Source: an optimization exercise on an open RTL-to-GDS flow (aim: small area). Production flows keep margins and buffers that such runs may drop.
The RTL was checked by simulation tests, not by an equivalence proof against the original design.
The flow treats the clock pin as an ideal source, which a real chip does not have.
Power figures rest on the tool's default switching activity, not on a simulated workload.

File: flow/flow/run.sh
#!/bin/bash
# Own layout flow:
#  1. the standard synthesis;
#  2. the combinational logic between the registers re-mapped for area, the
#     registers untouched: the smallest of eight Yosys/ABC runs and of a
#     hand-mapped netlist (flow/gen_netlist.py) proved equivalent to the
#     standard synthesis;
#  3. the standard floorplan and placement, with buf_1 port buffers;
#  5. the standard routing and finishing.
set -euo pipefail
W=$(pwd)
export R=$W/orfs/results/$FLOW_PLATFORM/practica2/base
export LIB=$FLOW_HOME/platforms/sky130hd/lib/sky130_fd_sc_hd__tt_025C_1v80.lib

# 1. standard synthesis
bash standard.sh synth > $W/flow_synth.log 2>&1

# 2. re-map the logic between the registers
cp $R/1_2_yosys.v $W/std_netlist.v
DONT_USE=$(make -s -C $FLOW_HOME DESIGN_CONFIG=$W/config.mk WORK_HOME=$W/orfs print-DONT_USE_CELLS 2>/dev/null | sed -n "s/^DONT_USE_CELLS: //p")
DU=""
for c in $DONT_USE; do DU="$DU -dont_use $c"; done
for batch in "1 2 3 4" "5 6 7 8"; do
  for k in $batch; do
    sed -e "s#@LIB@#$LIB#g" -e "s#@IN@#$W/std_netlist.v#g" -e "s#@OUT@#$W/remapped$k.v#g" \
        -e "s#@ABC@#$W/flow/area$k.abc#g" -e "s#@DU@#$DU#g" $W/flow/remap.ys > $W/remap_run$k.ys
    (timeout 600 yosys -l $W/flow_remap$k.log -q $W/remap_run$k.ys > /dev/null 2>&1 || true) &
  done
  wait
done
best=""; bestarea=""
for k in 1 2 3 4 5 6 7 8; do
  a=$(sed -n "s/.*Chip area for module .*: //p" $W/flow_remap$k.log 2>/dev/null | tail -1)
  if [[ -n "$a" && -s $W/remapped$k.v ]]; then
    echo "script $k: $a" >> $W/flow_remap_choice.log
    if [[ -z "$best" ]] || awk "BEGIN{exit !($a < $bestarea)}"; then best=$k; bestarea=$a; fi
  fi
done
# the hand-mapped netlist (flow/gen_netlist.py), used when it is proved
# equivalent to the standard synthesis, flip-flop by flip-flop, and smaller
if python3 $W/flow/gen_netlist.py $W/std_netlist.v $W/flow/decoder.cells 4a5c5 $W/handmapped.v > $W/flow_handmap.log 2>&1 \
   && python3 $W/flow/comb_view.py $W/std_netlist.v gold $W/eq_gold.v >> $W/flow_handmap.log 2>&1 \
   && python3 $W/flow/comb_view.py $W/handmapped.v gate $W/eq_gate.v >> $W/flow_handmap.log 2>&1 \
   && yosys -l $W/flow_handmap_equiv.log -q -p "read_liberty -ignore_miss_func $LIB; read_verilog $W/eq_gold.v $W/eq_gate.v; flatten; opt_clean; miter -equiv -flatten -make_assert gold gate miter; hierarchy -top miter; sat -verify -prove-asserts miter" > /dev/null 2>&1 \
   && yosys -q -p "read_liberty -lib $LIB; read_verilog $W/handmapped.v; hierarchy -top practica2; tee -q -o $W/handmapped_stat.txt stat -liberty $LIB" > /dev/null 2>&1; then
  a=$(sed -n "s/.*Chip area for module .*: //p" $W/handmapped_stat.txt | tail -1)
  echo "hand-mapped: $a (proved equivalent)" >> $W/flow_remap_choice.log
  if [[ -n "$a" ]] && { [[ -z "$best" ]] || awk "BEGIN{exit !($a < $bestarea)}"; }; then
    best=hand; bestarea=$a
    cp $W/handmapped.v $W/remappedhand.v
  fi
else
  echo "hand-mapped: not used" >> $W/flow_remap_choice.log
fi
echo "chosen: $best ($bestarea)" >> $W/flow_remap_choice.log
if [[ -n "$best" ]]; then
  cp $W/remapped$best.v $R/1_2_yosys.v
  rm -f $R/1_synth.odb $R/1_synth.sdc
fi

ARGS=("BUFFER_PORTS_ARGS=-buffer_cell sky130_fd_sc_hd__buf_1")

# 3. floorplan and placement
bash standard.sh "${ARGS[@]}" place > $W/flow_place.log 2>&1

best_tree=""; best_area=""
i=0
for cfg in "+clkbuf_8:22 clkbuf_8:22 clkbuf_8:22 clkbuf_8:22" \
           "clkbuf_16:32 clkbuf_8:20 clkbuf_8:20 clkbuf_8:20" \
           "clkbuf_16:29 clkbuf_16:29 clkbuf_16:29" \
           "clkbuf_16:22 clkbuf_16:22 clkbuf_16:22 clkbuf_16:22"; do
  i=$((i+1))
  up=()
  if [[ $cfg == +* ]]; then cfg=${cfg#+}; up=(UPSIZE_ABOVE=0.114); fi
  env "${up[@]}" LEAVES="$cfg" OUT=$W/clktree_$i.odb openroad -no_init -exit $W/flow/clktree.tcl > $W/flow_clktree_$i.log 2>&1 || continue
  s=$(sed -n 's/^WORST_CLK_SLEW //p' $W/flow_clktree_$i.log | tail -1)
  a=$(sed -n 's/^CLK_AREA //p' $W/flow_clktree_$i.log | tail -1)
  echo "$i ($cfg${up:+, upsizing}): slew $s area $a" >> $W/flow_clktree_choice.log
  if [[ -n "$s" && -n "$a" ]] && awk "BEGIN{exit !($s <= 0.116)}"; then
    if [[ -z "$best_tree" ]] || awk "BEGIN{exit !($a < $best_area)}"; then best_tree=$i; best_area=$a; fi
  fi
done
if [[ -n "$best_tree" ]]; then
  cp $W/clktree_$best_tree.odb $R/4_1_cts.odb
  cp $W/clktree_$best_tree.odb $R/4_cts.odb
  cp $R/3_place.sdc $R/4_cts.sdc
  echo "chosen: $best_tree" >> $W/flow_clktree_choice.log
else
  echo "chosen: CTS" >> $W/flow_clktree_choice.log
  bash standard.sh "${ARGS[@]}" "CTS_ARGS=-sink_clustering_enable -repair_clock_nets -dont_use_dummy_load -buf_list sky130_fd_sc_hd__clkbuf_8" cts > $W/flow_cts.log 2>&1
fi

# 5. routing and finishing
bash standard.sh "${ARGS[@]}" finish > $W/flow_finish.log 2>&1
File: flow/flow/area1.abc
strash
&get -n
&deepsyn -T 20
&dch -f
&nf -a -R 1000
&put
topo
File: flow/flow/area2.abc
strash
&get -n
&deepsyn -T 40
&dch -f
&nf -a -R 1000
&put
topo
File: flow/flow/area3.abc
strash
&get -n
&deepsyn -T 20
&put
dch -f
map -a
topo
File: flow/flow/area4.abc
strash
&get -n
&deepsyn -T 30 -S 6
&dch -f
&nf -a -R 1000
&put
topo
File: flow/flow/area5.abc
strash
&get -n
&deepsyn -T 30 -S 5
&dch -f
&nf -a -R 1000
&put
topo
File: flow/flow/area6.abc
strash
&get -n
&deepsyn -T 30 -S 3
&dch -f
&nf -a -R 1000
&put
topo
File: flow/flow/area7.abc
strash
&get -n
&deepsyn -T 20
&dch -f
&nf -R 1000
&put
topo
File: flow/flow/area8.abc
strash
&get -n
&deepsyn -T 30 -S 11
&dch -f
&nf -a -R 1000
&put
topo
File: flow/flow/clktree.tcl
# Replace the clock tree that CTS built by a single level of K buffers of
# type BUF, each at the centre of a k-means cluster of flip-flops and driven
# straight from the clock port (K <= 4). Writes OUT and prints the worst
# flip-flop clock pin slew, estimated from the placement.
read_liberty $::env(LIB)
read_db $::env(R)/3_place.odb
read_sdc $::env(R)/3_place.sdc
source $::env(FLOW_HOME)/platforms/sky130hd/setRC.tcl
set block [ord::get_db_block]
set db [ord::get_db]
# LEAVES: one "cell:capacity" per clock buffer, e.g. "clkbuf_16:30 clkbuf_8:20"
set leaves $::env(LEAVES)
set K [llength $leaves]
set masters {}
set caps {}
foreach l $leaves {
  lassign [split $l :] cell c
  lappend masters [$db findMaster sky130_fd_sc_hd__$cell]
  lappend caps $c
}
set clknet [[$block findBTerm clk] getNet]

# flip-flop clock pins under the current tree, and the tree's buffers
set sinks {}
set bufs {}
proc walk {net} {
  foreach it [$net getITerms] {
    if {[$it isOutputSignal]} continue
    set inst [$it getInst]
    set mname [[$inst getMaster] getName]
    if {[string match sky130_fd_sc_hd__clkbuf_* $mname] || [string match sky130_fd_sc_hd__clkinv_* $mname]} {
      lappend ::bufs $inst
      foreach o [$inst getITerms] { if {[$o isOutputSignal] && [$o getNet] ne "NULL"} { walk [$o getNet] } }
    } else {
      lappend ::sinks $it
    }
  }
}
walk $clknet
puts "tree buffers: [llength $bufs], sinks: [llength $sinks]"
foreach it $sinks {
  if {[[$it getMTerm] getName] ne "CLK"} { error "unexpected clock sink [[$it getInst] getName]/[[$it getMTerm] getName]" }
}
# remove the old tree
foreach inst $bufs {
  set nets {}
  foreach o [$inst getITerms] { if {[$o isOutputSignal] && [$o getNet] ne "NULL"} { lappend nets [$o getNet] } }
  odb::dbInst_destroy $inst
  foreach n $nets { if {[llength [$n getITerms]] == 0 || 1} { foreach it [$n getITerms] { $it disconnect } ; odb::dbNet_destroy $n } }
}
# k-means over the sink locations
set pts {}
foreach it $sinks {
  set bb [[$it getInst] getBBox]
  lappend pts [list $it [expr {([$bb xMin] + [$bb xMax]) / 2}] [expr {([$bb yMin] + [$bb yMax]) / 2}]]
}
set pts [lsort -integer -index 1 $pts]
set n [llength $pts]
set cs {}
for {set k 0} {$k < $K} {incr k} {
  set p [lindex $pts [expr {($k * $n + $n / 2) / $K}]]
  lappend cs [list [lindex $p 1] [lindex $p 2]]
}
for {set iter 0} {$iter < 100} {incr iter} {
  # assign each sink to its nearest centre that still has room, taking the
  # sinks in order of how much they lose by not getting their nearest centre
  set order {}
  set i 0
  foreach p $pts {
    set ds {}
    foreach c $cs { lappend ds [expr {abs([lindex $p 1] - [lindex $c 0]) + abs([lindex $p 2] - [lindex $c 1])}] }
    set sd [lsort -real $ds]
    lappend order [list $i [expr {[lindex $sd end] - [lindex $sd 0]}] $ds]
    incr i
  }
  set order [lsort -real -decreasing -index 1 $order]
  set cnt {}
  for {set k 0} {$k < $K} {incr k} { lappend cnt 0 }
  set asg [lrepeat $n 0]
  foreach e $order {
    set ds [lindex $e 2]
    set best -1; set bd 1e18
    for {set k 0} {$k < $K} {incr k} {
      if {[lindex $cnt $k] < [lindex $caps $k] && [lindex $ds $k] < $bd} { set bd [lindex $ds $k]; set best $k }
    }
    lset asg [lindex $e 0] $best
    lset cnt $best [expr {[lindex $cnt $best] + 1}]
  }
  set ncs {}
  for {set k 0} {$k < $K} {incr k} {
    set sx 0; set sy 0; set m 0
    foreach p $pts a $asg { if {$a == $k} { incr sx [lindex $p 1]; incr sy [lindex $p 2]; incr m } }
    if {$m > 0} { lappend ncs [list [expr {$sx / $m}] [expr {$sy / $m}]] } else { lappend ncs [lindex $cs $k] }
  }
  set cs $ncs
}
# the new buffers
for {set k 0} {$k < $K} {incr k} {
  set net [odb::dbNet_create $block clknet_leaf_$k]
  $net setSigType CLOCK
  set master [lindex $masters $k]
  set buf [odb::dbInst_create $block $master clkbuf_leaf_$k]
  set w [$master getWidth]; set h [$master getHeight]
  # snap to the row and site nearest the cluster's centre, and hold it there
  # while the other cells are legalized around it
  set cx [expr {[lindex [lindex $cs $k] 0] - $w / 2}]
  set cy [expr {[lindex [lindex $cs $k] 1] - $h / 2}]
  set brow ""; set bd 1e18
  foreach row [$block getRows] {
    set o [$row getOrigin]
    set d [expr {abs([lindex $o 1] - $cy)}]
    if {$d < $bd} { set bd $d; set brow $row }
  }
  # nearest spot (this row or the next ones) clear of the fixed cells and of
  # the buffers already placed, with two sites to spare on each side
  set rows [lsort -real -index 0 [lmap row [$block getRows] { list [expr {abs([lindex [$row getOrigin] 1] - $cy)}] $row }]]
  set placed 0
  foreach rr [lrange $rows 0 5] {
    set row [lindex $rr 1]
    set o [$row getOrigin]
    set sw [[$row getSite] getWidth]
    set rb [$row getBBox]
    set x0 [expr {[lindex $o 0] + round(double($cx - [lindex $o 0]) / $sw) * $sw}]
    for {set i 0} {$i <= 80 && !$placed} {incr i} {
      foreach sgn {1 -1} {
        set x [expr {$x0 + $sgn * $i * $sw}]
        if {$x < [$rb xMin] + 2 * $sw || $x + $w > [$rb xMax] - 2 * $sw} continue
        set ok 1
        foreach other [$block getInsts] {
          set st [$other getPlacementStatus]
          if {$st ne "FIRM" && $st ne "LOCKED" && $st ne "COVER"} continue
          set ob [$other getBBox]
          if {[$ob yMin] >= [lindex $o 1] + $h || [$ob yMax] <= [lindex $o 1]} continue
          if {[$ob xMax] + 2 * $sw <= $x || [$ob xMin] >= $x + $w + 2 * $sw} continue
          set ok 0; break
        }
        if {$ok} {
          $buf setOrient [$row getOrient]
          $buf setLocation $x [lindex $o 1]
          $buf setPlacementStatus FIRM
          set placed 1
          break
        }
      }
    }
    if {$placed} break
  }
  if {!$placed} { error "no room for clkbuf_leaf_$k" }
  $buf setSourceType TIMING
  [$buf findITerm A] connect $clknet
  [$buf findITerm X] connect $net
  set m 0
  foreach p $pts a $asg { if {$a == $k} { [lindex $p 0] connect $net; incr m } }
  puts "leaf $k: $m flip-flops"
}
$clknet setSigType CLOCK
detailed_placement
for {set k 0} {$k < $K} {incr k} { [$block findInst clkbuf_leaf_$k] setPlacementStatus PLACED }
check_placement -verbose
set_propagated_clock [all_clocks]
estimate_parasitics -placement
set w 0
foreach p [get_pins -hierarchical */CLK] {
  foreach e {slew_max_rise slew_max_fall} { set s [get_property $p $e]; if {$s > $w} { set w $s } }
}
# leaves whose flip-flops see too much slew get the next larger buffer
if {[info exists ::env(UPSIZE_ABOVE)]} {
  set changed 0
  for {set k 0} {$k < $K} {incr k} {
    set lw 0
    foreach it [[$block findNet clknet_leaf_$k] getITerms] {
      if {[$it isOutputSignal]} continue
      set p [get_pins [[$it getInst] getName]/CLK]
      foreach e {slew_max_rise slew_max_fall} { set s [get_property $p $e]; if {$s > $lw} { set lw $s } }
    }
    set b [$block findInst clkbuf_leaf_$k]
    if {$lw > $::env(UPSIZE_ABOVE) && [[$b getMaster] getName] eq "sky130_fd_sc_hd__clkbuf_8"} {
      replace_cell [get_cells clkbuf_leaf_$k] sky130_fd_sc_hd__clkbuf_16
      incr changed
    }
  }
  if {$changed} {
    detailed_placement
    check_placement -verbose
    estimate_parasitics -placement
    set w 0
    foreach p [get_pins -hierarchical */CLK] {
      foreach e {slew_max_rise slew_max_fall} { set s [get_property $p $e]; if {$s > $w} { set w $s } }
    }
  }
}
set a 0
for {set k 0} {$k < $K} {incr k} {
  set m [[$block findInst clkbuf_leaf_$k] getMaster]
  set a [expr {$a + [$m getWidth] * [$m getHeight]}]
}
puts "CLK_AREA [expr {$a / 1e6}]"
puts "WORST_CLK_SLEW $w"
report_checks -path_delay min -format end -group_path_count 3
write_db $::env(OUT)
if {[info exists ::env(DEBUG)]} {
  for {set k 0} {$k < $K} {incr k} {
    set b [$block findInst clkbuf_leaf_$k]
    set w 0
    foreach it [[$block findNet clknet_leaf_$k] getITerms] {
      if {[$it isOutputSignal]} continue
      set p [get_pins [[$it getInst] getName]/CLK]
      foreach e {slew_max_rise slew_max_fall} { set s [get_property $p $e]; if {$s > $w} { set w $s } }
    }
    puts "leaf $k at [$b getLocation] centroid [lindex $cs $k] worst $w"
  }
}
File: flow/flow/comb_view.py
#!/usr/bin/env python3
"""The combinational view of a netlist: every dfxtp flip-flop removed, its Q
net driven by a new input q_<name> and its D net copied to a new output
d_<name>, so that two netlists with the same flip-flops can be compared by a
combinational equivalence check.

usage: comb_view.py NETLIST MODULE_NAME OUT"""
import re, sys
src, modname, out = sys.argv[1:4]
txt = open(src).read()
body = txt[txt.index(';', txt.index('module'))+1 : txt.rindex('endmodule')]
ffs = []
def repl(m):
    t, name, b = m.group(1), m.group(2), m.group(3)
    if 'dfxtp' not in t: return m.group(0)
    pins = dict((p, v.strip()) for p, v in re.findall(r'\.(\w+)\(([^()]*)\)', b))
    ffs.append((name.strip().lstrip('\\').split('$')[0], pins['D'], pins['Q']))
    return ''
body = re.sub(r'(sky130_fd_sc_hd__\w+)\s+(\\\S+\s|\S+)\s*\((.*?)\);', repl, body, flags=re.S)
def e(n): return n if not n.startswith('\\') else n + ' '
def pn(s): return re.sub(r'[^A-Za-z0-9_]', '_', s)
ports = ['clk','rst','interruptor','boton','catodo','punto','anodo'] + ['q_'+pn(b) for b,_,_ in ffs] + ['d_'+pn(b) for b,_,_ in ffs]
L = [f'module {modname}(' + ', '.join(ports) + ');']
L.append(body)
for b, d, qn in sorted(ffs):
    L.append(f'  input q_{pn(b)}; assign {e(qn)} = q_{pn(b)};')
    L.append(f'  output d_{pn(b)}; assign d_{pn(b)} = {e(d)};')
L.append('endmodule')
s = '\n'.join(L)
# input/output declarations of the Q nets must not be both wire-driven: drop 'wire' decls of Q nets is fine (assign drives them)
open(out, 'w').write(s)
print(len(ffs))
File: flow/flow/decoder.cells
sky130_fd_sc_hd__nor2_1 A=interruptor[0] B=interruptor[2] Y=_65_
sky130_fd_sc_hd__and2_0 A=interruptor[0] B=interruptor[2] X=_66_
sky130_fd_sc_hd__o221ai_1 A1=interruptor[2] A2=interruptor[3] B1=_65_ B2=_66_ C1=interruptor[1] Y=_67_
sky130_fd_sc_hd__or2_0 A=interruptor[1] B=_66_ X=_68_
sky130_fd_sc_hd__or3_1 A=interruptor[3] B=_65_ C=_68_ X=_69_
sky130_fd_sc_hd__nand2_1 A=_67_ B=_69_ Y=catodo[3]
sky130_fd_sc_hd__clkinv_1 A=interruptor[2] Y=_70_
sky130_fd_sc_hd__nor2_1 A=_70_ B=interruptor[1] Y=_71_
sky130_fd_sc_hd__xor2_1 A=interruptor[3] B=_71_ X=_72_
sky130_fd_sc_hd__a21oi_1 A1=_67_ A2=_68_ B1=_72_ Y=catodo[0]
sky130_fd_sc_hd__nand2_1 A=_67_ B=_68_ Y=_73_
sky130_fd_sc_hd__a21oi_1 A1=_70_ A2=interruptor[1] B1=interruptor[0] Y=_74_
sky130_fd_sc_hd__nor2_1 A=_74_ B=_72_ Y=catodo[1]
sky130_fd_sc_hd__xnor2_1 A=_70_ B=catodo[1] Y=_75_
sky130_fd_sc_hd__o21ai_0 A1=_73_ A2=_75_ B1=_69_ Y=catodo[6]
sky130_fd_sc_hd__o21ai_0 A1=interruptor[3] A2=_65_ B1=_75_ Y=_76_
sky130_fd_sc_hd__a21oi_1 A1=_73_ A2=_76_ B1=catodo[1] Y=catodo[5]
sky130_fd_sc_hd__o21ai_0 A1=interruptor[2] A2=interruptor[1] B1=interruptor[3] Y=_77_
sky130_fd_sc_hd__o21a_1 A1=interruptor[0] A2=_71_ B1=_77_ X=catodo[2]
sky130_fd_sc_hd__clkinv_1 A=_76_ Y=catodo[4]
File: flow/flow/gen_netlist.py
#!/usr/bin/env python3
"""Hand-mapped gate netlist of rtl/practica2.v (sky130hd cells).

usage: gen_netlist.py STD_NETLIST DECODER_CELLS TOP_HEX OUT

Keeps every flip-flop of the standard synthesis (STD_NETLIST): the same
instance name, cell type and Q net. The logic feeding them is written here
gate by gate, following the RTL:

  per button k (q stored as q_r = q ^ 19'h2aaaa, odd bits inverted):
    ub    = boton[k] ^ e                  (u = nivel ^ e, nivel = ~boton[k])
    topb  = ~(q == TOP)                   (19-input match on q_r)
    h     = ~ub & topb & ~rst
    q_r[i] <= i odd ? ~(h & q_r[i-1]) : h & ~q_r[i-1]          (i = 1..18)
    q_r[0] <= (h & fb) | (gt & ub), gt = top & ~rst, fb = q_r[18] ^ q_r[5]
    e     <= (e & ~top & ~rst) | rise
    rise  = top & ~e & ~rst
  sel_a   <= priority of rise, or hold; 0 on rst
  sel_b_n <= rst ? 3 : ~sel_a
  sel     <= rst ? 0 : ~sel_b_n
  anodo   = ~(1 << sel); punto = 1; catodo from DECODER_CELLS.
"""
import re
import sys

std, deccells, top_hex, out = sys.argv[1:5]
TOP = int(top_hex, 16)
INV = 0x2AAAA
TOPS = TOP ^ INV          # the match pattern on the stored bits

txt = open(std).read()
ffs = {}
for t, name, body in re.findall(r'(sky130_fd_sc_hd__\w+)\s+(\\\S+|\S+)\s*\((.*?)\);', txt, re.S):
    if 'dfxtp' not in t:
        continue
    pins = dict((p, v.strip()) for p, v in re.findall(r'\.(\w+)\(([^()]*)\)', body))
    base = name.lstrip('\\').split('$')[0]
    ffs[base] = (t, name, pins['Q'])

cells = []
wires = set()
cnt = [0]


def w(name):
    wires.add(name)
    return name


def cell(t, **pins):
    cnt[0] += 1
    cells.append((t, 'g%d' % cnt[0], pins))


def esc(n):
    # a net or instance name as Verilog: escaped if it is not a plain identifier
    if re.fullmatch(r'[A-Za-z_][A-Za-z0-9_]*', n) or re.fullmatch(r'[A-Za-z_][A-Za-z0-9_]*\[\d+\]', n):
        return n
    return (n if n.startswith('\\') else '\\' + n) + ' '


def q(base):
    return ffs[base][2]


dnet = {}   # flip-flop base name -> its D net

w('rstb')
cell('sky130_fd_sc_hd__clkinv_1', A='rst', Y='rstb')

rise = []
for k in range(4):
    p = 'b%d_' % k
    R = [q('db%d.q_r[%d]' % (k, i)) for i in range(19)]
    E = q('db%d.e' % k)
    ones = [R[i] for i in range(19) if TOPS >> i & 1]
    zeros = [R[i] for i in range(19) if not TOPS >> i & 1]
    # match: nand of the ones (groups of up to 4), nor of the zeros
    nands = []
    for j in range(0, len(ones), 4):
        g = ones[j:j + 4]
        o = w(p + 'n%d' % j)
        t = {1: 'clkinv_1', 2: 'nand2_1', 3: 'nand3_1', 4: 'nand4_1'}[len(g)]
        cell('sky130_fd_sc_hd__' + t, Y=o, **dict(zip('ABCD', g)))
        nands.append(o)
    nors = []
    for j in range(0, len(zeros), 4):
        g = zeros[j:j + 4]
        o = w(p + 'z%d' % j)
        t = {1: 'clkinv_1', 2: 'nor2_1', 3: 'nor3_1', 4: 'nor4_1'}[len(g)]
        if len(g) == 1:
            # a single zero bit: its inverse is the "all zero" signal
            cell('sky130_fd_sc_hd__clkinv_1', A=g[0], Y=o)
        else:
            cell('sky130_fd_sc_hd__' + t, Y=o, **dict(zip('ABCD', g)))
        nors.append(o)
    assert len(nands) <= 4
    a = w(p + 'a')
    t = {1: 'clkinv_1', 2: 'nor2_1', 3: 'nor3_1', 4: 'nor4_1'}[len(nands)]
    cell('sky130_fd_sc_hd__' + t, Y=a, **dict(zip('ABCD', nands)))
    terms = [a] + nors
    assert len(terms) <= 4
    topb = w(p + 'topb')
    t = {2: 'nand2_1', 3: 'nand3_1', 4: 'nand4_1'}[len(terms)]
    cell('sky130_fd_sc_hd__' + t, Y=topb, **dict(zip('ABCD', terms)))

    ub = w(p + 'ub')
    cell('sky130_fd_sc_hd__xor2_1', A='boton[%d]' % k, B=E, X=ub)
    h = w(p + 'h')
    # and3b drives the eleven loads of h without help
    cell('sky130_fd_sc_hd__and3b_1', A_N=ub, B=topb, C='rstb', X=h)
    hb = w(p + 'hb')
    cell('sky130_fd_sc_hd__clkinv_1', A=h, Y=hb)
    for i in range(1, 19):
        d = w(p + 'd%d' % i)
        if i % 2:
            cell('sky130_fd_sc_hd__nand2_1', A=h, B=R[i - 1], Y=d)
        else:
            cell('sky130_fd_sc_hd__nor2_1', A=hb, B=R[i - 1], Y=d)
        dnet['db%d.q_r[%d]' % (k, i)] = d
    fb = w(p + 'fb')
    cell('sky130_fd_sc_hd__xor2_1', A=R[18], B=R[5], X=fb)
    gt = w(p + 'gt')
    cell('sky130_fd_sc_hd__nor2_1', A=topb, B='rst', Y=gt)
    d0 = w(p + 'd0')
    cell('sky130_fd_sc_hd__a22o_1', A1=h, A2=fb, B1=gt, B2=ub, X=d0)
    dnet['db%d.q_r[0]' % k] = d0
    r = w(p + 'rise')
    cell('sky130_fd_sc_hd__nor3_1', A=topb, B=E, C='rst', Y=r)
    rise.append(r)
    de = w(p + 'de')
    cell('sky130_fd_sc_hd__a31o_1', A1=E, A2=topb, A3='rstb', B1=r, X=de)
    dnet['db%d.e' % k] = de

Y0, Y1 = q('sel_a[0]'), q('sel_a[1]')
# sel_a[1] <= ~rst & ~r0 & ~r1 & (r2 | r3 | sel_a[1])
t1 = w('s_t1')
cell('sky130_fd_sc_hd__nor3_1', A=rise[2], B=rise[3], C=Y1, Y=t1)
dy1 = w('s_dy1')
cell('sky130_fd_sc_hd__nor4_1', A=t1, B=rise[0], C=rise[1], D='rst', Y=dy1)
dnet['sel_a[1]'] = dy1
# sel_a[0] <= ~rst & ~r0 & (r1 | (~r2 & (r3 | sel_a[0])))
a0 = w('s_a0')
cell('sky130_fd_sc_hd__nor2_1', A=rise[3], B=Y0, Y=a0)
b0 = w('s_b0')
cell('sky130_fd_sc_hd__nor2_1', A=rise[2], B=a0, Y=b0)
c0 = w('s_c0')
cell('sky130_fd_sc_hd__nor2_1', A=rise[1], B=b0, Y=c0)
dy0 = w('s_dy0')
cell('sky130_fd_sc_hd__nor3_1', A=c0, B=rise[0], C='rst', Y=dy0)
dnet['sel_a[0]'] = dy0
for i in range(2):
    # sel_b_n <= rst | ~sel_a = ~(~rst & sel_a)
    d = w('s_dx%d' % i)
    cell('sky130_fd_sc_hd__nand2_1', A='rstb', B=q('sel_a[%d]' % i), Y=d)
    dnet['sel_b_n[%d]' % i] = d
    # sel <= ~rst & ~sel_b_n
    d = w('s_ds%d' % i)
    cell('sky130_fd_sc_hd__nor2_1', A='rst', B=q('sel_b_n[%d]' % i), Y=d)
    dnet['sel[%d]' % i] = d
S0, S1 = q('sel[0]'), q('sel[1]')
cell('sky130_fd_sc_hd__or2_0', A=S1, B=S0, X='anodo[0]')
cell('sky130_fd_sc_hd__nand2b_1', A_N=S1, B=S0, Y='anodo[1]')
cell('sky130_fd_sc_hd__nand2b_1', A_N=S0, B=S1, Y='anodo[2]')
cell('sky130_fd_sc_hd__nand2_1', A=S1, B=S0, Y='anodo[3]')
cell('sky130_fd_sc_hd__conb_1', HI='punto')

for line in open(deccells):
    f = line.split()
    if not f:
        continue
    pins = {}
    for kv in f[1:]:
        pn, net = kv.split('=', 1)
        if not (net.startswith('interruptor[') or net.startswith('catodo[')):
            net = w('dec' + net.strip('_'))
        pins[pn] = net
    cell(f[0], **pins)

assert set(dnet) == set(ffs), (sorted(set(ffs) - set(dnet)), sorted(set(dnet) - set(ffs)))

L = []
L.append('module practica2(clk, rst, interruptor, boton, catodo, punto, anodo);')
L.append('  input clk;')
L.append('  input rst;')
L.append('  input [3:0] interruptor;')
L.append('  input [3:0] boton;')
L.append('  output [6:0] catodo;')
L.append('  output punto;')
L.append('  output [3:0] anodo;')
qnets = set(v[2] for v in ffs.values())
for n in sorted(wires):
    L.append('  wire %s;' % esc(n))
for n in sorted(qnets):
    L.append('  wire %s;' % esc(n))
for base in sorted(ffs):
    t, name, qn = ffs[base]
    L.append('  %s %s (.CLK(clk), .D(%s), .Q(%s));' % (t, esc(name.lstrip('\\')), esc(dnet[base]), esc(qn)))
for t, n, pins in cells:
    L.append('  %s %s (%s);' % (t, n, ', '.join('.%s(%s)' % (pn, esc(v)) for pn, v in pins.items())))
L.append('endmodule')
open(out, 'w').write('\n'.join(L) + '\n')
File: flow/flow/remap.ys
read_liberty -ignore_miss_func @LIB@
blackbox sky130_fd_sc_hd__dfxtp_1
blackbox sky130_fd_sc_hd__conb_1
read_verilog @IN@
hierarchy -top practica2
flatten
techmap
opt -purge
abc -liberty @LIB@ @DU@ -script @ABC@
opt_clean -purge
setundef -zero
splitnets
opt_clean -purge
hilomap -singleton -hicell sky130_fd_sc_hd__conb_1 HI -locell sky130_fd_sc_hd__conb_1 LO
opt_clean -purge
stat -liberty @LIB@
check
write_verilog -noattr -noexpr -nohex -nodec @OUT@
File: flow/standard.sh
#!/bin/bash
# synth_recipe.tcl (not shown) runs the flow's synth.tcl, then flattens the netlist and writes it again
# the make line also repeats each setting of config.mk as NAME=value (left out here)
make -C /OpenROAD-flow-scripts/flow DESIGN_CONFIG=/design/flow/config.mk WORK_HOME=/design/flow/orfs CLKGATE_MAP_FILE= SYNTH_SCRIPT=/design/flow/synth_recipe.tcl "${@:-finish}"
File: flow/config.mk
export PLATFORM = sky130hd
export DESIGN_NAME = practica2
export DESIGN_NICKNAME = practica2
export VERILOG_FILES = /design/flow/design.v
export SDC_FILE = /design/flow/constraint.sdc
export NUM_CORES = 4
export LEC_CHECK = 0
export CAP_MARGIN = 20
export CORE_MARGIN = 2
export CORE_UTILIZATION = 75
export SLEW_MARGIN = 20
File: flow/constraint.sdc
create_clock -name core_clock -period 20.0 [get_ports {clk}]
set_input_delay 4.0000 -clock core_clock [delete_from_list [all_inputs] [get_ports {clk}]]
set_output_delay 4.0000 -clock core_clock [all_outputs]
set_load 0.01 [all_outputs]
File: flow/design.v
module bcd_a_7seg_anodo_comun (
    input  [3:0] bcd,
    output [6:0] catodo   
);
    assign catodo[6] = ~((~bcd[2] & ~bcd[0]) | (bcd[2] & bcd[1]) | (bcd[3] & ~bcd[0]) | (~bcd[3] & bcd[1]) | (~bcd[3] & bcd[2] & bcd[0]) | (bcd[3] & ~bcd[2] & ~bcd[1]));
    assign catodo[5] = (bcd[2] & bcd[1] & ~bcd[0]) | (bcd[3] & bcd[1] & bcd[0]) | (bcd[3] & bcd[2] & ~bcd[0]) | (~bcd[3] & bcd[2] & ~bcd[1] & bcd[0]);
    assign catodo[4] = (bcd[3] & bcd[2] & ~bcd[0]) | (bcd[3] & bcd[2] & bcd[1]) | (~bcd[3] & ~bcd[2] & bcd[1] & ~bcd[0]);
    assign catodo[3] = ~((~bcd[2] & bcd[1] & bcd[0]) | (bcd[2] & ~bcd[1] & bcd[0]) | (bcd[2] & bcd[1] & ~bcd[0]) | (bcd[3] & ~bcd[1]) | (~bcd[3] & ~bcd[2] & ~bcd[0]));
    assign catodo[2] = (~bcd[2] & ~bcd[1] & bcd[0]) | (~bcd[3] & bcd[0]) | (~bcd[3] & bcd[2] & ~bcd[1]);
    assign catodo[1] = ~((~bcd[1] & ~bcd[0]) | (bcd[2] & ~bcd[0]) | (bcd[3] & bcd[1]) | (bcd[3] & ~bcd[2]) | (~bcd[3] & bcd[2] & ~bcd[1]));
    assign catodo[0] = (~bcd[3] & ~bcd[2] & ~bcd[1]) | (~bcd[3] & bcd[2] & bcd[1] & bcd[0]) | (bcd[3] & bcd[2] & ~bcd[1] & ~bcd[0]);
endmodule
module antirrebote #(
    parameter [18:0] TOP = 19'h4a5c5    
)(
    input  clk,
    input  rst,
    input  nivel,        
    output reg e,        
    output rise          
);
    localparam [18:0] INV = 19'h2aaaa;
    reg  [18:0] q_r;
    wire [18:0] q   = q_r ^ INV;
    wire        top = (q == TOP);
    wire        u   = nivel ^ e;
    wire        h   = u & ~top & ~rst;
    wire        fb  = ~(q[18] ^ q[5]);
    wire [18:0] qn  = {q[17:0] & {18{h}}, ~rst & (u ^ top) & (top | fb)};
    assign rise = top & ~e & ~rst;
    always @(posedge clk) begin
        q_r <= qn ^ INV;
        e   <= (e & ~top & ~rst) | rise;
    end
endmodule
module practica2 #(
    parameter CLK_HZ = 50_000_000,
    parameter BOTON_ACTIVO_BAJO = 1
)(
    input        clk,
    input        rst,            
    input  [3:0] interruptor,    
    input  [3:0] boton,          
    output [6:0] catodo,         
    output       punto,          
    output [3:0] anodo           
);
    wire [3:0] btn_nivel = BOTON_ACTIVO_BAJO ? ~boton : boton;
    wire [3:0] e, rise;
    antirrebote db0(.clk(clk), .rst(rst), .nivel(btn_nivel[0]), .e(e[0]), .rise(rise[0]));
    antirrebote db1(.clk(clk), .rst(rst), .nivel(btn_nivel[1]), .e(e[1]), .rise(rise[1]));
    antirrebote db2(.clk(clk), .rst(rst), .nivel(btn_nivel[2]), .e(e[2]), .rise(rise[2]));
    antirrebote db3(.clk(clk), .rst(rst), .nivel(btn_nivel[3]), .e(e[3]), .rise(rise[3]));
    reg [1:0] sel_a, sel_b_n, sel;
    always @(posedge clk) begin
        if (rst) begin
            sel_a <= 2'd0; sel_b_n <= 2'd3; sel <= 2'd0;
        end else begin
            if (rise[0]) sel_a <= 2'd0;
            else if (rise[1]) sel_a <= 2'd1;
            else if (rise[2]) sel_a <= 2'd2;
            else if (rise[3]) sel_a <= 2'd3;
            sel_b_n <= ~sel_a;
            sel     <= ~sel_b_n;
        end
    end
    bcd_a_7seg_anodo_comun udec(.bcd(interruptor), .catodo(catodo));
    assign punto = 1'b1;
    assign anodo = ~(4'b0001 << sel);
endmodule
==> run notes, run 1 <==
* Drt total wl at 4.27 mm
* MaxCap Viol Count at 0
* Status: complete, no violations
* FMAX at 105 MHz
* GR Util All Layers at 22.8%
* Routed wire per std cell at 13.2 um
* Mapped Nets at 264
* Period utilisation layout at 47.5%
* Vias per cell at 5.28
* Rel. slew slack at 63.4%
* Initial DRT Pass Iterations at 4
* Leakage at 0.000976 uW
* Worst clock skew at 0.0151 ns
* Crit path max-delay cell type: xor2_1
* Fin crit period at 9.49 ns
* I/O Buffers at 20
* Worst-path cell chain: buf_1 > clkinv_1 > nor2_1 > xor2_1 > nor2_1 > xnor2_1 > o21ai_0 > a21oi_1 > buf_1
* Initial core utilization at 77.3%
* Final ANT Viol Nets at 0
* Layout cell share with drive strength beyond 1 at 1.44%
* CP Max Fanout at 5
* Largest net degree at the start of global routing at 27
* Post-Route Utilization at 83.3%
* Worst min path class: register to register
* CP Capture Type: output pin
* Die Wd at 62.4 um
* Global route overflow at 0
* Gp weighted congestion at 0.761
* Vias after detailed routing at 1711
* Die Area at 3900 sq um
* Ys Warns at 2
* Post-DP HPWL at 2.86 mm
* CP Data Required Time at 16.00 ns
* Mapped Cells at 254
* Clock slew at reported path FFs at 0.11 ns
* Critical path data arrival time at 5.49 ns
* Crit path largest cell delay at 0.20 ns
* Number of global-route vias before repair at 1717
* Skew-Pair Late Insertion Delay at 0.16 ns
* Rows at 21
* Maximum vdd drop at 0.0916 mV
* Die height at 62.4 um
* Initial drt markers at 72
* Synth Cell Area at 2560 sq um
* # setup viols final at 0
* Number of antenna violations at the first check in global routing at 0
* Crit path launch type: primary input
* PD cells at 88.5 nW/um^2
* Average size of a mapped cell at 10.1 sq um
* Area growth syn-to-layout at 7.77%
* Setup repair after global routing missed its margin: no
* ANT cells at 0
* Worst Tran Pin Value at 0.549 ns
* Core area at 3310 sq um
* Fin. Hold Viols at 0
* Slew Viols, Final at 0
* Critical path class: primary input to output pin
* Post-route DRC at 0
* Fin Setup TNS at 0 ns
* I/O pins at 22
* Nets at 290
* First-pass GRT wire length at 7.43 mm
[routing by layer]
layer | share of wire, % | global-route usage (%)
met3 | 2.8 | 1.08
met4 | 0.98 | 3.06
met1 | 48 | 31.5
met2 | 49 | 41.3
met5 | 0 | 0
[metrics by stage]
stage	total power, uW	worst slack, ns	hold WS, ns	area [sq um]	instances
3_3_place_gp	186	10.66	0.369	2690	320
5_1_grt	252	10.32	0.394	2760	324
3_5_place_dp	186	10.55	0.365	2690	320
6_report	244	10.51	0.379	2760	324
2_1_floorplan	183	10.86	0.363	2560	254
[layout by cell type, fill, tap and decap left out, types with 2 or more instances in the layout]
cell	instances
a22o_1	4
clkinv_1	7
nand2b_1	2
o21ai_0	3
a31o_1	4
nor4_1	5
nor2_1	48
or2_0	2
nand3_1	4
clkbuf_8	3
nor3_1	14
xor2_1	9
and3b_1	4
nand2_1	41
dfxtp_1	86
nand4_1	12
buf_1	20
a21oi_1	3
[report_power, final]
group | total [uW] | switching [uW] | internal, uW
Combinational | 10.1 | 6.94 | 3.11
Sequential | 172 | 0.447 | 172
Clock | 61.7 | 38.5 | 23.2
Total | 244 | 45.9 | 198
[worst max-delay path: cells and delay by family]
| family | cells | cell delay, ns |
|---|---|---|
| xor+xnor | 2 | 0.37 |
| compound gates | 2 | 0.33 |
| simple gates | 2 | 0.28 |
| buf+inv | 3 | 0.50 |
[layout make-up]
cell class / instances / area (sq um)
Fill cell: 198 / 553
Tap cell: 46 / 57.6
Clock buffer: 4 / 66.3
Inverter: 7 / 26.3
Multi-Input combinational cell: 161 / 811
Sequential cell: 86 / 1720
Timing Repair Buffer: 20 / 75.1
[worst paths after layout]
kind	slack (ns)	startpoint	cells after the start	to
worst min register to register	0.38	sel_a[0]	1	sel_b_n[0]
worst max register to register	18.18	db2.q_r[5]	6	sel_a[1]
worst max-delay path	10.51	interruptor[2]	9	catodo[5]
worst min-delay path	0.38	sel_a[0]	1	sel_b_n[0]
[sequential cells by signal, indices dropped and copies added (netlist names)]
| signal | count |
|---|---|
| db0.e | 1 |
| db2.q_r | 19 |
| db1.e | 1 |
| sel | 2 |
| db3.e | 1 |
| sel_b_n | 2 |
| db0.q_r | 19 |
| db3.q_r | 19 |
| db2.e | 1 |
| sel_a | 2 |
| db1.q_r | 19 |
==> inputs of run 2 (changes only) <==
--- a/flow/design.v
+++ b/flow/design.v
@@ -19,7 +19,7 @@
     output reg e,        
     output rise          
 );
-    localparam [18:0] INV = 19'h2aaaa;
+    localparam [18:0] INV = 19'h55555;
     reg  [18:0] q_r;
     wire [18:0] q   = q_r ^ INV;
     wire        top = (q == TOP);
--- a/flow/flow/clktree.tcl
+++ b/flow/flow/clktree.tcl
@@ -43,6 +43,7 @@
 }
 # remove the old tree
 foreach inst $bufs {
+  $inst setDoNotTouch 0
   set nets {}
   foreach o [$inst getITerms] { if {[$o isOutputSignal] && [$o getNet] ne "NULL"} { lappend nets [$o getNet] } }
   odb::dbInst_destroy $inst
--- a/flow/flow/gen_netlist.py
+++ b/flow/flow/gen_netlist.py
@@ -7,12 +7,12 @@
 instance name, cell type and Q net. The logic feeding them is written here
 gate by gate, following the RTL:
 
-  per button k (q stored as q_r = q ^ 19'h2aaaa, odd bits inverted):
+  per button k (q stored as q_r = q ^ 19'h55555, even bits inverted):
     ub    = boton[k] ^ e                  (u = nivel ^ e, nivel = ~boton[k])
     topb  = ~(q == TOP)                   (19-input match on q_r)
     h     = ~ub & topb & ~rst
-    q_r[i] <= i odd ? ~(h & q_r[i-1]) : h & ~q_r[i-1]          (i = 1..18)
-    q_r[0] <= (h & fb) | (gt & ub), gt = top & ~rst, fb = q_r[18] ^ q_r[5]
+    q_r[i] <= i even ? ~(h & q_r[i-1]) : h & ~q_r[i-1]         (i = 1..18)
+    q_r[0] <= ~((h & fb) | (gt & ub)), gt = top & ~rst, fb = q_r[18] ^ q_r[5]
     e     <= (e & ~top & ~rst) | rise
     rise  = top & ~e & ~rst
   sel_a   <= priority of rise, or hold; 0 on rst
@@ -25,7 +25,7 @@
 
 std, deccells, top_hex, out = sys.argv[1:5]
 TOP = int(top_hex, 16)
-INV = 0x2AAAA
+INV = 0x55555
 TOPS = TOP ^ INV          # the match pattern on the stored bits
 
 txt = open(std).read()
@@ -113,7 +113,7 @@
     cell('sky130_fd_sc_hd__clkinv_1', A=h, Y=hb)
     for i in range(1, 19):
         d = w(p + 'd%d' % i)
-        if i % 2:
+        if i % 2 == 0:
             cell('sky130_fd_sc_hd__nand2_1', A=h, B=R[i - 1], Y=d)
         else:
             cell('sky130_fd_sc_hd__nor2_1', A=hb, B=R[i - 1], Y=d)
@@ -123,7 +123,7 @@
     gt = w(p + 'gt')
     cell('sky130_fd_sc_hd__nor2_1', A=topb, B='rst', Y=gt)
     d0 = w(p + 'd0')
-    cell('sky130_fd_sc_hd__a22o_1', A1=h, A2=fb, B1=gt, B2=ub, X=d0)
+    cell('sky130_fd_sc_hd__a22oi_1', A1=h, A2=fb, B1=gt, B2=ub, Y=d0)
     dnet['db%d.q_r[0]' % k] = d0
     r = w(p + 'rise')
     cell('sky130_fd_sc_hd__nor3_1', A=topb, B=E, C='rst', Y=r)
==> run 2 against run 1 <==
Global-route usage up 1.0 points. Register-to-register slack hardly changed. Critical path depth did not move. Worst hold slack better by 0.0045 ns. Highest routed layer unchanged.
==> run notes, run 2 <==
* Crit path max-delay cell type: xnor2_1
* Met3 wire length at 173 um
* Final ANT Viol Nets at 0
* Status: complete, no violations
* Setup ws final at 10.48 ns
* CP Data Required Time at 16.00 ns
* Die Wd at 62.4 um
* Reg-to-reg endpoint: sel_a[1]
* Setup repair after global routing missed its margin: no
* Worst hold margin at 0.383 ns
* Worst clock skew at 0.0135 ns
* Tot Pwr at 244 uW
* Drt total wl at 4.30 mm
* Commonest cells after routing, fill and taps aside: dfxtp_1 (86), nor2_1 (52), nand2_1 (41)
* Maximum vdd drop at 0.0849 mV
* CP bufs+invs at 3
* I/O pins at 22
* Skew-Pair Late Insertion Delay at 0.16 ns
* Initial drt markers at 93
* Crit. path cell count at 9
* Largest net degree at the start of global routing at 27
* Initial DRT Pass Iterations at 4
* Fin Setup TNS at 0 ns
* Rel. slew slack at 59.5%
* Period utilisation layout at 47.6%
* Rows at 21
* Routed wire per std cell at 13.3 um
* Crit path launch type: primary input
* Leakage at 0.000960 uW
* Slew Viols, Final at 0
* Worst Tran Pin Value at 0.608 ns
* Die Area at 3890 sq um
* Fillers at 191
* Area growth syn-to-layout at 7.79%
* Metal2 WL at 2.03 mm
* Fin. Hold Viols at 0
* Number of global-route vias before repair at 1764
* WL met1 at 2.02 mm
* Fin crit period at 9.52 ns
* Commonest non-fill, non-tap cell in the layout: dfxtp_1
* CP Capture Type: output pin
* Layout cell share with drive strength beyond 1 at 1.44%
* Top routing layer in use: met4
* Largest delay share family, worst path: buffers and inverters
* # setup viols final at 0
* Critical Path Source: interruptor[2]
* Mapped Cells at 254
* CP endpoint: catodo[5]
* Post-DP HPWL at 3.03 mm
* Crit path largest cell delay at 0.21 ns
* R2r setup slk at 18.17 ns
* Mapped Nets at 264
* First-pass GRT wire length at 7.73 mm
* R2R cell count at 5
* Initial core utilization at 77.1%
* Synth Cell Area at 2550 sq um
* GR Util All Layers at 23.8%
* Post-route DRC at 0
* I/O Buffers at 20
* Worst min path class: register to register
* Vias after detailed routing at 1761
* Worst-path cell chain: buf_1 > clkinv_1 > nor2_1 > xor2_1 > nor2_1 > xnor2_1 > o21ai_0 > a21oi_1 > buf_1
* Die height at 62.4 um
* FMAX at 105 MHz
* Post-Route Utilization at 83.1%
* Nets at 290
* Critical path class: primary input to output pin
* MaxCap Viol Count at 0
* Gp weighted congestion at 0.782
* Critical path data arrival time at 5.52 ns
* CP Max Fanout at 5
* ANT cells at 0
* Vias per cell at 5.44
* Clock slew at reported path FFs at 0.11 ns
* Average size of a mapped cell at 10.1 sq um
* Core area at 3310 sq um
* PD cells at 88.7 nW/um^2
* Number of antenna violations at the first check in global routing at 0
* Reg2Reg Launch Point: db2.q_r[5]
* Pre-CTS setup slack at 10.55 ns
* Ys Warns at 2
* Global route overflow at 0
[run 2: power by group]
part           leakage (uW)  switching [uW]  internal [uW]
Sequential         0.000696           0.425            172
Clock             0.0000339            38.5           23.2
Combinational      0.000230            7.11           3.01
[run 2: worst reg2reg max path: stages, from the launching register on]
cell	delay (ns)
dfxtp_1	0.36
nor4_1	0.34
nand4_1	0.22
nor3_1	0.35
nor3_1	0.11
nor4_1	0.34
[run 2: through the flow]
step	cell area, sq um	cells
final	2750	324
after global routing	2750	324
after detailed placement	2690	320
after global placement	2690	320
after floorplan	2550	254
[run 2: routing by layer]
layer	GRT usage [%]	vias to the layer above
met3	2.90	7
li1	-	898
met1	31.2	818
met2	42.9	38
met5	0	-
met4	4.72	0
[run 2: area by class of cell]
class                   count  area (sq um)  share of cell area [%]
inverters                   7          26.3                   0.955
repair buffers             20          75.1                    2.73
multi-input cells         161           806                    29.3
well taps                  46          57.6                    2.09
flip-flops and latches     86          1720                    62.5
clock buffers               4          66.3                    2.41
[run 2: worst min-delay path by stage]
| stage | start | endpoint | slack [ns] | cells after the start |
|---|---|---|---|---|
| final | sel_a[0] | sel_b_n[0] | 0.38 | 1 |
| after global routing | sel_b_n[0] | sel[0] | 0.40 | 1 |
| after detailed placement | db0.q_r[9] | db0.q_r[10] | 0.37 | 1 |
| after global placement | sel_b_n[1] | sel[1] | 0.37 | 1 |
| after floorplan | sel_b_n[0] | sel[0] | 0.36 | 1 |
==> inputs of run 3 (changes only) <==
--- a/flow/design.v
+++ b/flow/design.v
@@ -22,7 +22,8 @@
     localparam [18:0] INV = 19'h55555;
     reg  [18:0] q_r;
     wire [18:0] q   = q_r ^ INV;
-    wire        top = (q == TOP);
+    localparam [18:0] MASK = 19'h6ffff;
+    wire        top = ((q & MASK) == (TOP & MASK));
     wire        u   = nivel ^ e;
     wire        h   = u & ~top & ~rst;
     wire        fb  = ~(q[18] ^ q[5]);
--- a/flow/flow/run.sh
+++ b/flow/flow/run.sh
@@ -38,7 +38,7 @@
 done
 # the hand-mapped netlist (flow/gen_netlist.py), used when it is proved
 # equivalent to the standard synthesis, flip-flop by flip-flop, and smaller
-if python3 $W/flow/gen_netlist.py $W/std_netlist.v $W/flow/decoder.cells 4a5c5 $W/handmapped.v > $W/flow_handmap.log 2>&1 \
+if python3 $W/flow/gen_netlist.py $W/std_netlist.v $W/flow/decoder.cells 4a5c5 6ffff $W/handmapped.v > $W/flow_handmap.log 2>&1 \
    && python3 $W/flow/comb_view.py $W/std_netlist.v gold $W/eq_gold.v >> $W/flow_handmap.log 2>&1 \
    && python3 $W/flow/comb_view.py $W/handmapped.v gate $W/eq_gate.v >> $W/flow_handmap.log 2>&1 \
    && yosys -l $W/flow_handmap_equiv.log -q -p "read_liberty -ignore_miss_func $LIB; read_verilog $W/eq_gold.v $W/eq_gate.v; flatten; opt_clean; miter -equiv -flatten -make_assert gold gate miter; hierarchy -top miter; sat -verify -prove-asserts miter" > /dev/null 2>&1 \
==> flow/flow/decoder.cells (replaced) <==
sky130_fd_sc_hd__xnor2_1 A=interruptor[0] B=interruptor[2] Y=_65_
sky130_fd_sc_hd__or3_1 A=interruptor[3] B=interruptor[1] C=_65_ X=_66_
sky130_fd_sc_hd__nor2_1 A=interruptor[2] B=interruptor[3] Y=_67_
sky130_fd_sc_hd__nand3b_1 A_N=_67_ B=_65_ C=interruptor[1] Y=_68_
sky130_fd_sc_hd__nand2_1 A=_66_ B=_68_ Y=catodo[3]
sky130_fd_sc_hd__nand2_1 A=interruptor[0] B=interruptor[3] Y=_69_
sky130_fd_sc_hd__nand2_1 A=interruptor[2] B=_69_ Y=_70_
sky130_fd_sc_hd__nand3_1 A=interruptor[0] B=interruptor[3] C=interruptor[1] Y=_71_
sky130_fd_sc_hd__o21ai_0 A1=catodo[3] A2=_70_ B1=_71_ Y=catodo[5]
sky130_fd_sc_hd__nand2_1 A=interruptor[2] B=interruptor[1] Y=_72_
sky130_fd_sc_hd__and2_0 A=interruptor[2] B=interruptor[3] X=_73_
sky130_fd_sc_hd__a21oi_1 A1=interruptor[1] A2=_67_ B1=_73_ Y=_74_
sky130_fd_sc_hd__a21oi_1 A1=interruptor[0] A2=_72_ B1=_74_ Y=catodo[4]
sky130_fd_sc_hd__nand2b_1 A_N=interruptor[3] B=interruptor[0] Y=_75_
sky130_fd_sc_hd__nor2_1 A=_67_ B=catodo[4] Y=_76_
sky130_fd_sc_hd__o22ai_1 A1=_72_ A2=_75_ B1=_76_ B2=interruptor[1] Y=catodo[0]
sky130_fd_sc_hd__nand2_1 A=interruptor[0] B=_72_ Y=_77_
sky130_fd_sc_hd__o21ai_0 A1=_65_ A2=catodo[5] B1=_75_ Y=catodo[2]
sky130_fd_sc_hd__o21ai_0 A1=_77_ A2=catodo[2] B1=_66_ Y=catodo[6]
sky130_fd_sc_hd__a21oi_1 A1=_74_ A2=_75_ B1=catodo[5] Y=catodo[1]
--- a/flow/flow/gen_netlist.py
+++ b/flow/flow/gen_netlist.py
@@ -1,7 +1,7 @@
 #!/usr/bin/env python3
 """Hand-mapped gate netlist of rtl/practica2.v (sky130hd cells).
 
-usage: gen_netlist.py STD_NETLIST DECODER_CELLS TOP_HEX OUT
+usage: gen_netlist.py STD_NETLIST DECODER_CELLS TOP_HEX MASK_HEX OUT
 
 Keeps every flip-flop of the standard synthesis (STD_NETLIST): the same
 instance name, cell type and Q net. The logic feeding them is written here
@@ -9,7 +9,7 @@
 
   per button k (q stored as q_r = q ^ 19'h55555, even bits inverted):
     ub    = boton[k] ^ e                  (u = nivel ^ e, nivel = ~boton[k])
-    topb  = ~(q == TOP)                   (19-input match on q_r)
+    topb  = ~((q & MASK) == (TOP & MASK)) (match on the masked bits of q_r)
     h     = ~ub & topb & ~rst
     q_r[i] <= i even ? ~(h & q_r[i-1]) : h & ~q_r[i-1]         (i = 1..18)
     q_r[0] <= ~((h & fb) | (gt & ub)), gt = top & ~rst, fb = q_r[18] ^ q_r[5]
@@ -23,8 +23,9 @@
 import re
 import sys
 
-std, deccells, top_hex, out = sys.argv[1:5]
+std, deccells, top_hex, mask_hex, out = sys.argv[1:6]
 TOP = int(top_hex, 16)
+MASK = int(mask_hex, 16)  # the bits of q that the RTL compares with TOP
 INV = 0x55555
 TOPS = TOP ^ INV          # the match pattern on the stored bits
 
@@ -73,8 +74,8 @@
     p = 'b%d_' % k
     R = [q('db%d.q_r[%d]' % (k, i)) for i in range(19)]
     E = q('db%d.e' % k)
-    ones = [R[i] for i in range(19) if TOPS >> i & 1]
-    zeros = [R[i] for i in range(19) if not TOPS >> i & 1]
+    ones = [R[i] for i in range(19) if MASK >> i & 1 and TOPS >> i & 1]
+    zeros = [R[i] for i in range(19) if MASK >> i & 1 and not TOPS >> i & 1]
     # match: nand of the ones (groups of up to 4), nor of the zeros
     nands = []
     for j in range(0, len(ones), 4):
==> run 3 against run 2 <==
Non-clock buffer count stayed put. Clock-buffer cell count did not move. Cell area is 0.41% lower. Critical path depth is 1 lower. Maximum frequency is 0.98% higher. Sequential share of layout area grew 0.26 points. Total power decreased by 0.34%. Register-to-register slack better by 0.09 ns. Combinational power shrank 5%. Critical path type unchanged.
==> run notes, run 3 <==
* Global Route met1 Usage at 31.8%
* Met3 usage at 2.54%
* Mapped Cells at 254
* Leakage at 0.000957 uW
* Die Wd at 62.2 um
* CP Max Fanout at 6
* Gp weighted congestion at 0.860
* Nets at 290
* Initial drt markers at 98
* Initial DRT Pass Iterations at 4
* Fin. Hold Viols at 0
* Skew-Pair Late Insertion Delay at 0.17 ns
* Busiest grt layer: met2
* Layout cell share with drive strength beyond 1 at 1.44%
* FMAX at 106 MHz
* Vias per cell at 5.46
* Worst-path cell chain: buf_1 > xnor2_1 > or3_1 > nand2_1 > o21ai_0 > o21ai_0 > o21ai_0 > buf_1
* Crit path launch type: primary input
* CP bufs+invs at 2
* P_sw at 45.5 uW
* Post-DP HPWL at 2.83 mm
* Routed wire per std cell at 13.3 um
* Gate power share at 3.9%
* Average size of a mapped cell at 10.0 sq um
* I/O pins at 22
* # setup viols final at 0
* R2r setup slk at 18.26 ns
* Fin Setup TNS at 0 ns
* MaxCap Viol Count at 0
* Crit path max-delay cell type: or3_1
* I/O Buffers at 20
* Commonest non-fill, non-tap cell in the layout: dfxtp_1
* Vias after detailed routing at 1770
* Worst Tran Pin Value at 0.603 ns
* Synth Cell Area at 2540 sq um
* Critical path class: primary input to output pin
* Die height at 62.2 um
* Clock power share at 25.2%
* CP Data Required Time at 16.00 ns
* Core area at 3280 sq um
* Number of global-route vias before repair at 1694
* Area growth syn-to-layout at 7.82%
* Internal power at 198 uW
* Crit path largest cell delay at 0.34 ns
* Die Area at 3870 sq um
* Period utilisation layout at 47.2%
* Global route overflow at 0
* Maximum vdd drop at 0.0808 mV
* Worst hold margin at 0.378 ns
* Initial core utilization at 77.4%
* Largest delay share family, worst path: compound AO/OA/AOI/OAI gates
* Status: complete, no violations
* PD cells at 88.8 nW/um^2
* Worst clock skew at 0.0261 ns
* Crit-path most repeated cell: o21ai_0
* Fillers at 186
* Fin crit period at 9.43 ns
* Post-route DRC at 0
* CP Capture Type: output pin
* Setup repair after global routing missed its margin: no
* Rel. slew slack at 59.8%
* Clock slew at reported path FFs at 0.08 ns
* Rows at 21
* Mapped Nets at 264
* First-pass GRT wire length at 7.49 mm
* Met2 Track Usage GR at 40.4%
* Critical path data arrival time at 5.43 ns
* Largest net degree at the start of global routing at 23
* Number of antenna violations at the first check in global routing at 0
* Commonest cells after routing, fill and taps aside: dfxtp_1 (86), nor2_1 (51), nand2_1 (48)
* Sw Ratio at 18.7%
* Final ANT Viol Nets at 0
* Post-Route Utilization at 83.5%
* ANT cells at 0
* Worst min path class: register to register
* Part of the power in registers at 70.8%
* Ys Warns at 2
* GR Util All Layers at 23.1%
* Slew Viols, Final at 0
* Drt total wl at 4.32 mm
[run 3: layout make-up]
| type | instances | area [sq um] | share of cell area, % |
|---|---|---|---|
| inverter | 5 | 18.8 | 0.685 |
| clock buffer | 4 | 66.3 | 2.42 |
| sequential | 86 | 1720 | 62.8 |
| timing repair buffer | 20 | 75.1 | 2.74 |
| multi-input combinational | 163 | 802 | 29.3 |
| tap | 46 | 57.6 | 2.10 |
[run 3: layer usage]
layer  vias to the layer above  wire [um]
li1                        900          -
met1                       826       2010
met2                        38       2100
met3                         6        153
met4                         0         50
met5                         -          0
[run 3: path summary, 6_finish.rpt]
path / from / end / depth (start not counted)
setup / recovery: interruptor[0] / catodo[6] / 8
hold / removal: db0.q_r[16] / db0.q_r[17] / 1
setup reg to reg: db2.q_r[0] / sel_a[1] / 5
hold reg to reg: db0.q_r[16] / db0.q_r[17] / 1
[run 3: power by group through the flow]
stage / clock network [uW] / registers [uW] / logic, uW
after floorplan: 0 / 176 / 5.79
after global placement: 0 / 176 / 9.29
after detailed placement: 0 / 176 / 9.46
after global routing: 67.3 / 173 / 10.9
final: 61.4 / 172 / 9.59
[run 3: worst reg2reg max path, cell delays in order, from the launching register on]
cell and delay [ns]:
dfxtp_1 0.33, nor4_1 0.32, nand4_1 0.24, nor3_1 0.36
nor3_1 0.11, nor4_1 0.29
[run 3: through the flow]
stage          setup WS [ns]  std cells  area, sq um  total power [uW]
6_report               10.57        324         2740               243
5_1_grt                10.37        324         2740               251
3_5_place_dp           10.60        320         2680               186
3_3_place_gp           10.73        320         2680               186
2_1_floorplan          10.60        254         2540               182
==> inputs of run 4 (changes only) <==
--- a/flow/flow/run.sh
+++ b/flow/flow/run.sh
@@ -71,12 +71,12 @@
            "clkbuf_16:22 clkbuf_16:22 clkbuf_16:22 clkbuf_16:22"; do
   i=$((i+1))
   up=()
-  if [[ $cfg == +* ]]; then cfg=${cfg#+}; up=(UPSIZE_ABOVE=0.114); fi
+  if [[ $cfg == +* ]]; then cfg=${cfg#+}; up=(UPSIZE_ABOVE=0.117); fi
   env "${up[@]}" LEAVES="$cfg" OUT=$W/clktree_$i.odb openroad -no_init -exit $W/flow/clktree.tcl > $W/flow_clktree_$i.log 2>&1 || continue
   s=$(sed -n 's/^WORST_CLK_SLEW //p' $W/flow_clktree_$i.log | tail -1)
   a=$(sed -n 's/^CLK_AREA //p' $W/flow_clktree_$i.log | tail -1)
   echo "$i ($cfg${up:+, upsizing}): slew $s area $a" >> $W/flow_clktree_choice.log
-  if [[ -n "$s" && -n "$a" ]] && awk "BEGIN{exit !($s <= 0.116)}"; then
+  if [[ -n "$s" && -n "$a" ]] && awk "BEGIN{exit !($s <= 0.117)}"; then
     if [[ -z "$best_tree" ]] || awk "BEGIN{exit !($a < $best_area)}"; then best_tree=$i; best_area=$a; fi
   fi
 done
==> run 4 against run 3 <==
Maximum frequency unchanged. Synthesized cell count unchanged. Clock power about the same. Sequential power about the same. Clock skew unchanged. Via count unchanged. Register-to-register slack about the same. Die area unchanged. Clock-buffer cell count unchanged. First-iteration DRC count unchanged. Worst setup slack unchanged. Critical path type unchanged. Highest routed layer unchanged.
==> run notes, run 4 <==
* Nets at 290
* Synth Cell Area at 2540 sq um
* GR Util All Layers at 23.1%
* Post-Route Utilization at 83.5%
* Gp weighted congestion at 0.860
* Commonest non-fill, non-tap cell in the layout: dfxtp_1
* Vias per cell at 5.46
* ANT cells at 0
* CP Capture Type: output pin
* FMAX at 106 MHz
* Commonest cells after routing, fill and taps aside: dfxtp_1 (86), nor2_1 (51), nand2_1 (48)
* MaxCap Viol Count at 0
* Ys Warns at 2
* Setup repair after global routing missed its margin: no
* CP Data Required Time at 16.00 ns
* Initial core utilization at 77.4%
* Routed wire per std cell at 13.3 um
* Mapped Nets at 264
* First-pass GRT wire length at 7.49 mm
* I/O Buffers at 20
* Global route overflow at 0
* Largest net degree at the start of global routing at 23
* Design Area, Final at 2740 sq um
* Worst Tran Pin Value at 0.603 ns
* Fin crit period at 9.43 ns
* Number of antenna violations at the first check in global routing at 0
* Mapped Cells at 254
* Drt total wl at 4.32 mm
* Pre-CTS setup slack at 10.60 ns
* Die height at 62.2 um
* Fin. Hold Viols at 0
* Die Wd at 62.2 um
* Slew Viols, Final at 0
* Die Area at 3870 sq um
* Crit path largest cell delay at 0.34 ns
* CP bufs+invs at 2
* Period utilisation layout at 47.2%
* Area growth syn-to-layout at 7.82%
* Post-route DRC at 0
* Final ANT Viol Nets at 0
* Status: complete, no violations
* Largest delay share family, worst path: compound AO/OA/AOI/OAI gates
* Placed inst area at 2680 sq um
* Crit path max-delay cell type: or3_1
* Rows at 21
* Layout cell share with drive strength beyond 1 at 1.44%
* Worst-path cell chain: buf_1 > xnor2_1 > or3_1 > nand2_1 > o21ai_0 > o21ai_0 > o21ai_0 > buf_1
* Critical path data arrival time at 5.43 ns
* Metal2 WL at 2.10 mm
* Post-DP HPWL at 2.83 mm
* Initial drt markers at 98
* Critical path class: primary input to output pin
* Skew-Pair Late Insertion Delay at 0.17 ns
* Leakage at 0.000957 uW
* # setup viols final at 0
* Placed cells at 320
* Core area at 3280 sq um
* Top routing layer in use: met4
* Initial DRT Pass Iterations at 4
* Worst clock skew at 0.0261 ns
* Clock slew at reported path FFs at 0.08 ns
* Setup ws final at 10.57 ns
* Vias after detailed routing at 1770
* Number of global-route vias before repair at 1694
* Fin Setup TNS at 0 ns
* Crit-path most repeated cell: o21ai_0
* Post-route insts no fill at 324
* Maximum vdd drop at 0.0808 mV
* Rel. slew slack at 59.8%
* Average size of a mapped cell at 10.0 sq um
* PD cells at 88.8 nW/um^2
* Crit path launch type: primary input
* WL met1 at 2.01 mm
* I/O pins at 22
* Met3 wire length at 153 um
* Worst min path class: register to register
* CP Max Fanout at 6
run 4: where the power goes:
part           switching (uW)  leakage, uW  internal [uW]  total [uW]
clock                    38.2    0.0000339           23.1        61.4
sequential              0.466     0.000696            172         172
combinational            6.79     0.000228           2.79        9.59
run 4: worst reg2reg max path, stage by stage, from the launching register on:
cell and delay, ns:
dfxtp_1 0.33, nor4_1 0.32, nand4_1 0.24, nor3_1 0.36, nor3_1 0.11, nor4_1 0.29
run 4: worst paths after layout:
path                       to      startpoint  depth (start not counted)  slack, ns
setup / recovery    catodo[6]  interruptor[0]                          8      10.57
hold / removal    db0.q_r[17]     db0.q_r[16]                          1       0.38
setup reg to reg     sel_a[1]      db2.q_r[0]                          5      18.26
hold reg to reg   db0.q_r[17]     db0.q_r[16]                          1       0.38
run 4: layout make-up:
| class | instances | area (sq um) |
|---|---|---|
| multi-input cells | 163 | 802 |
| inverters | 5 | 18.8 |
| flip-flops and latches | 86 | 1720 |
| clock buffers | 4 | 66.3 |
| fillers | 186 | 543 |
| repair buffers | 20 | 75.1 |
| well taps | 46 | 57.6 |
run 4: per-layer routing:
metal  track usage, %  vias to the layer above
li1                 -                      900
met1             31.8                      826
met2             40.4                       38
met3             2.54                        6
met4             4.17                        0
met5                0                        -
run 4: stage by stage:
stage / power [uW] / hold slack [ns]
2_1_floorplan: 182 / 0.363
3_3_place_gp: 186 / 0.365
3_5_place_dp: 186 / 0.367
5_1_grt: 251 / 0.390
6_report: 243 / 0.378

==> afterwards: timing with drivers on the ports <==
The flow's constraints put no driver on any port. The routed layouts listed below were extracted and timed again, unchanged, in two steps. Step 1: set_driving_cell puts a clkbuf_16 on clk and a buf_2 on each other input, an assumption about the parent block. Step 2, shift: input delay + t, output delay - t, t = (earliest + latest rising clock arrival at the registers) / 2. This alone moves slack from input paths to output paths. Slacks: ideal / step 1 / step 2; pairs: ideal / step 1.
| run | t, ns | setup WS [ns] | worst hold slack (ns) |
|---|---|---|---|
| run 1 | 0.214 | 10.507 / 10.486 / 10.486 | 0.379 / 0.379 / 0.379 |
| run 2 | 0.215 | 10.477 / 10.456 / 10.456 | 0.383 / 0.383 / 0.383 |
| run 3 | 0.212 | 10.569 / 10.543 / 10.543 | 0.378 / 0.378 / 0.378 |
| run 4 | 0.212 | 10.569 / 10.543 / 10.543 | 0.378 / 0.378 / 0.378 |
After both steps every run listed still meets setup and hold.
